What follows belongs to an exercise in optimizing a design on an open flow for small area; a production flow would make more cautious choices. At most, simulation tests tie the RTL to the original design; equivalence was not proved. No driver is modelled on the clock port, so clocking that relies on it looks cheaper here than on a real chip. Power and IR drop assume default switching activity.

== 04-09 ==
==> module uart_top, before the edit <==
module uart_top #(parameter clk_freq=1000000, baudrate=9600)
				(input clk,
				input reset,
				input newd,
				input [7:0] din,
				input rx,
				output tx,
				output done_tx,
				output done_rx,
				output [7:0] dout);
	reg [6:0] s;
	reg fb;
	always @* case ({s[6], s[5], s[3], s[1]})
		4'd0: fb = 1'b0;
		4'd1: fb = 1'b1;
		4'd2: fb = 1'b1;
		4'd3: fb = 1'b1;
		4'd4: fb = 1'b0;
		4'd5: fb = 1'b0;
		4'd6: fb = 1'b0;
		4'd7: fb = 1'b1;
		4'd8: fb = 1'b1;
		4'd9: fb = 1'b0;
		4'd10: fb = 1'b0;
		4'd11: fb = 1'b0;
		4'd12: fb = 1'b1;
		4'd13: fb = 1'b1;
		4'd14: fb = 1'b1;
		4'd15: fb = 1'b0;
	endcase
	wire tick = !s[0] & !s[1] & !s[2] & s[4] & s[5];
	always @(posedge clk)
		if (!reset) s <= 7'd34;
		else s <= {s[5:0], fb};
	reg [3:0] t;
	reg [7:0] temp;
	wire t_rdy = !t[3] && !t[0];
	wire [3:0] t_nx;
	assign t_nx[0] = t_rdy ? newd : !t[0];
	assign t_nx[1] = t_rdy | (t[1] ^ t[0]);
	assign t_nx[2] = t_rdy | (t[2] ^ (t[1] & t[0]));
	assign t_nx[3] = !(t_rdy | (t[3] & t[2] & t[1] & t[0]));
	always @(posedge clk) begin
		if (!reset) t <= 4'd6;
		else if (tick) begin
			t <= t_nx;
		end
		if (t_rdy) temp <= din;
	end
	assign tx = t[3] ? temp[t[2:0]] : !t[0];
	assign done_tx = !t[3] && !t[1];
	reg [3:0] r;
	reg [7:0] d;
	wire r_rdy = !r[3] && r[0];
	wire [3:0] r_nx;
	assign r_nx[0] = r_rdy ? rx : !r[0];
	assign r_nx[1] = r_rdy ? rx : r[1] ^ r[0];
	assign r_nx[2] = !r_rdy & (r[2] ^ (r[1] & r[0]));
	assign r_nx[3] = r_rdy ? !rx : r[3] & !(r[2] & r[1] & r[0]);
	always @(posedge clk) begin
		if (!reset) begin
			r <= 4'd3;
			d <= 8'd0;
		end else if (tick) begin
			r <= r_nx;
			if (r_rdy) d <= 8'd0;
			else if (r[3]) d <= {rx, d[7:1]};
		end
	end
	assign dout = d;
	assign done_rx = !r[3] && r[0] && !r[1];
endmodule
Settings: LEC_CHECK=0, CAP_MARGIN=20, CORE_AREA=2.3 2.72 59.8 59.84, DIE_AREA=0 0 62 62, PLACE_DENSITY=0.85, SLEW_MARGIN=20; clock period 10.0 ns.
standard.sh (not shown) runs the stock make flow with config.mk's settings and CLKGATE_MAP_FILE= SYNTH_SCRIPT=/design/flow/synth_recipe.tcl, a recipe that flattens the netlist after the stock synthesis.
==> flow/flow/run.sh <==
#!/bin/bash
set -euo pipefail
here=$(pwd)
export BUFFER_PORTS_ARGS="-buffer_cell sky130_fd_sc_hd__buf_1"
export PRE_CTS_TCL=$here/flow/pre_cts.tcl
export CTS_ARGS="-clk_nets clk"
export CLKBUF_CELL=${CLKBUF_CELL:-sky130_fd_sc_hd__clkbuf_16}
export CLKBUF_N=${CLKBUF_N:-1}
bash standard.sh > standard.log 2>&1
Other scripts of this flow, unchanged in this note and not shown: flow/flow/clkbuf.tcl, flow/flow/downsize.tcl, flow/flow/pre_cts.tcl
Relative to 04-09, the following input files were edited for 03-12:
--- a/flow/design.v
+++ b/flow/design.v
@@ -8,30 +8,12 @@
 				output done_tx,
 				output done_rx,
 				output [7:0] dout);
 	reg [6:0] s;
-	reg fb;
-	always @* case ({s[6], s[5], s[3], s[1]})
-		4'd0: fb = 1'b0;
-		4'd1: fb = 1'b1;
-		4'd2: fb = 1'b1;
-		4'd3: fb = 1'b1;
-		4'd4: fb = 1'b0;
-		4'd5: fb = 1'b0;
-		4'd6: fb = 1'b0;
-		4'd7: fb = 1'b1;
-		4'd8: fb = 1'b1;
-		4'd9: fb = 1'b0;
-		4'd10: fb = 1'b0;
-		4'd11: fb = 1'b0;
-		4'd12: fb = 1'b1;
-		4'd13: fb = 1'b1;
-		4'd14: fb = 1'b1;
-		4'd15: fb = 1'b0;
-	endcase
-	wire tick = !s[0] & !s[1] & !s[2] & s[4] & s[5];
+	wire fb = s[6] ^ (s[4] ? !(s[2] | s[0]) : (s[2] | !s[0]));
+	wire tick = (s == 7'h50);
 	always @(posedge clk)
-		if (!reset) s <= 7'd34;
+		if (!reset) s <= 7'h40;
 		else s <= {s[5:0], fb};
 	reg [3:0] t;
 	reg [7:0] temp;
 	wire t_rdy = !t[3] && !t[0];
Results
03-12 went all the way through the flow, and no timing, DRC or antenna check failed. Of 04-09 and 03-12, the lower post-synthesis area per instance belongs to 04-09. 03-12: sequential share of the synthesized area is 1.4 points lower than what 04-09 reported. 03-12 against 04-09: final critical-path share of the clock period moved down, met3 usage in global routing moved down, part of the total power dissipated in combinational logic moved up, post-detailed-route via-to-cell ratio moved up, net count of the finished layout moved up. The slew of the pin with the lowest slew margin number comes out higher for 04-09 vs 03-12. Looking at power, 03-12 sits about 0.45% above 04-09. 03-12 gives more hold slack than 04-09 did. Diff 04-09 and 03-12: design area higher in 03-12. Summary — internal power summed over all cells, 03-12 relative to 04-09: lower, by 0.00000093 W. From 04-09 to 03-12 the numbers moved as follows: setup slack after layout rose 0.068 ns, number of standard cells after synthesis rose 2.
Function not checked in 03-12: the RTL went through the layout flow alone.

The RTL this note starts from:
==> flow/design.v <==
module uart_top #(parameter clk_freq=1000000, baudrate=9600)
				(input clk,
				input reset,
				input newd,
				input [7:0] din,
				input rx,
				output tx,
				output done_tx,
				output done_rx,
				output [7:0] dout);
	reg [6:0] s;
	reg fb;
	always @* case ({s[6], s[5], s[3], s[1]})
		4'd0: fb = 1'b0;
		4'd1: fb = 1'b1;
		4'd2: fb = 1'b1;
		4'd3: fb = 1'b1;
		4'd4: fb = 1'b0;
		4'd5: fb = 1'b0;
		4'd6: fb = 1'b0;
		4'd7: fb = 1'b1;
		4'd8: fb = 1'b1;
		4'd9: fb = 1'b0;
		4'd10: fb = 1'b0;
		4'd11: fb = 1'b0;
		4'd12: fb = 1'b1;
		4'd13: fb = 1'b1;
		4'd14: fb = 1'b1;
		4'd15: fb = 1'b0;
	endcase
	wire tick = !s[0] & !s[1] & !s[2] & s[4] & s[5];
	always @(posedge clk)
		if (!reset) s <= 7'd34;
		else s <= {s[5:0], fb};
	reg [9:0] sr;
	wire t_rdy = ~|sr[9:1];
	wire ld = tick & t_rdy & newd;
	always @(posedge clk)
		if (!reset) sr <= 10'd0;
		else begin
			if (tick) sr <= {1'b0, sr[9:1]};
			if (ld) sr <= {1'b1, din, 1'b0};
		end
	assign tx = sr[0] | t_rdy;
	assign done_tx = sr[0] & t_rdy;
	reg [3:0] r;
	reg [7:0] d;
	wire r_rdy = !r[3] && r[0];
	wire [3:0] r_nx;
	assign r_nx[0] = r_rdy ? rx : !r[0];
	assign r_nx[1] = r_rdy ? rx : r[1] ^ r[0];
	assign r_nx[2] = !r_rdy & (r[2] ^ (r[1] & r[0]));
	assign r_nx[3] = r_rdy ? !rx : r[3] & !(r[2] & r[1] & r[0]);
	always @(posedge clk) begin
		if (!reset) begin
			r <= 4'd3;
			d <= 8'd0;
		end else if (tick) begin
			r <= r_nx;
			if (r_rdy) d <= 8'd0;
			else if (r[3]) d <= {rx, d[7:1]};
		end
	end
	assign dout = d;
	assign done_rx = !r[3] && r[0] && !r[1];
endmodule
clock: 10.0 ns
lec_check: 0
cap_margin: 20
core_area: 2.3 2.72 59.8 59.84
die_area: 0 0 62 62
place_density: 0.85
slew_margin: 20
==> flow/flow/run.sh <==
#!/bin/bash
set -euo pipefail
here=$(pwd)
export BUFFER_PORTS_ARGS="-buffer_cell sky130_fd_sc_hd__buf_1"
export PRE_CTS_TCL=$here/flow/pre_cts.tcl
export CTS_ARGS="-clk_nets clk"
export CLKBUF_CELL=${CLKBUF_CELL:-sky130_fd_sc_hd__buf_12}
export CLKBUF_N=${CLKBUF_N:-1}

bash standard.sh synth > synth.log 2>&1

res=$here/orfs/results/${FLOW_PLATFORM}/uart_top/base
cp $res/1_2_yosys.v $here/standard_1_2_yosys.v
export REOPT_LIB=$FLOW_HOME/platforms/sky130hd/lib/sky130_fd_sc_hd__tt_025C_1v80.lib
export REOPT_TOP=$FLOW_TOP
export REOPT_IN=$here/standard_1_2_yosys.v
export REOPT_OUT=$here/reopt_1_2_yosys.v
export REOPT_STAT=$here/reopt_stat.txt
export REOPT_SECONDS=${REOPT_SECONDS:-20}
export EQ_GOLD=$REOPT_IN
export EQ_GATE=$REOPT_OUT
if yosys -c flow/reopt.tcl > reopt.log 2>&1 && yosys -c flow/equiv.tcl > equiv.log 2>&1; then
  echo "using the re-optimised netlist" > reopt_used.txt
  cp $REOPT_OUT $res/1_2_yosys.v
else
  echo "re-optimisation failed or not proved equivalent: standard netlist kept" > reopt_used.txt
fi

bash standard.sh > standard.log 2>&1
Other scripts of this flow, unchanged in this note and not shown: flow/flow/clkbuf.tcl, flow/flow/downsize.tcl, flow/flow/equiv.tcl, flow/flow/pre_cts.tcl, flow/flow/reopt.tcl
The first run passed the timing, design-rule and antenna checks.
Rerun with:
--- a/flow/design.v
+++ b/flow/design.v
@@ -7,9 +7,10 @@
 				output tx,
 				output done_tx,
 				output done_rx,
 				output [7:0] dout);
-	reg [6:0] s;
+	reg [6:0] q;
+	wire [6:0] s = q ^ 7'd21;
 	reg fb;
 	always @* case ({s[6], s[5], s[3], s[1]})
 		4'd0: fb = 1'b0;
 		4'd1: fb = 1'b1;
@@ -29,10 +30,10 @@
 		4'd15: fb = 1'b0;
 	endcase
 	wire tick = !s[0] & !s[1] & !s[2] & s[4] & s[5];
 	always @(posedge clk)
-		if (!reset) s <= 7'd34;
-		else s <= {s[5:0], fb};
+		if (!reset) q <= 7'd55;	 
+		else q <= {s[5:0], fb} ^ 7'd21;
 	reg [9:0] sr;
 	wire t_rdy = ~|sr[9:1];
 	wire ld = tick & t_rdy & newd;
 	always @(posedge clk)
The new run went through all stages and came out clean.
Cell count shrinks by a few percent.
Die area is unchanged.
Via count fell by a few percent.
Routed wire length shrinks by a few percent.
Power came out lower slightly.
Sequential share of layout area grows by 0.50 points.
Critical path depth shrinks by 1.
Worst setup slack improved by 0.18 ns.
Area after synthesis drops slightly.
Final area falls slightly.

## re-timing with driven ports
The flow's constraints put no driver on any port. The routed layouts listed below were extracted and timed again, unchanged, in two steps.
Step 1 assumes that a clkbuf_16 drives the clock port and a buf_2 every other input.
Step 2 adds t to the input delays and takes it off the output delays; t is the mean of the earliest and latest rising clock arrival at the registers after step 1. Input paths then give back, and output paths get back, about the clock's delay inside the block.
a / b / c = ideal ports / drivers / drivers and shift; a / b = the first two.
| run | t (ns) | setup WS [ns] | hold WS [ns] | worst slew at a driven data input, ns |
|---|---|---|---|---|
| 04-09 | 0.193 | 6.458 / 6.430 / 6.623 | 0.456 / 0.456 / 0.456 | 0.03 |
| 03-12 | 0.191 | 6.526 / 6.498 / 6.590 | 0.479 / 0.479 / 0.479 | 0.03 |
| the first run of note 2 | 0.169 | 6.033 / 6.034 / 5.865 | 0.455 / 0.455 / 0.455 | 0.03 |
| the second run of note 2 | 0.165 | 6.214 / 6.214 / 6.049 | 0.383 / 0.383 / 0.383 | 0.03 |
After both steps every run listed still meets setup and hold. For the first run of note 2, which loses most, drivers alone change the setup slack by +0.001 ns; drivers and shift together by -0.168 ns.
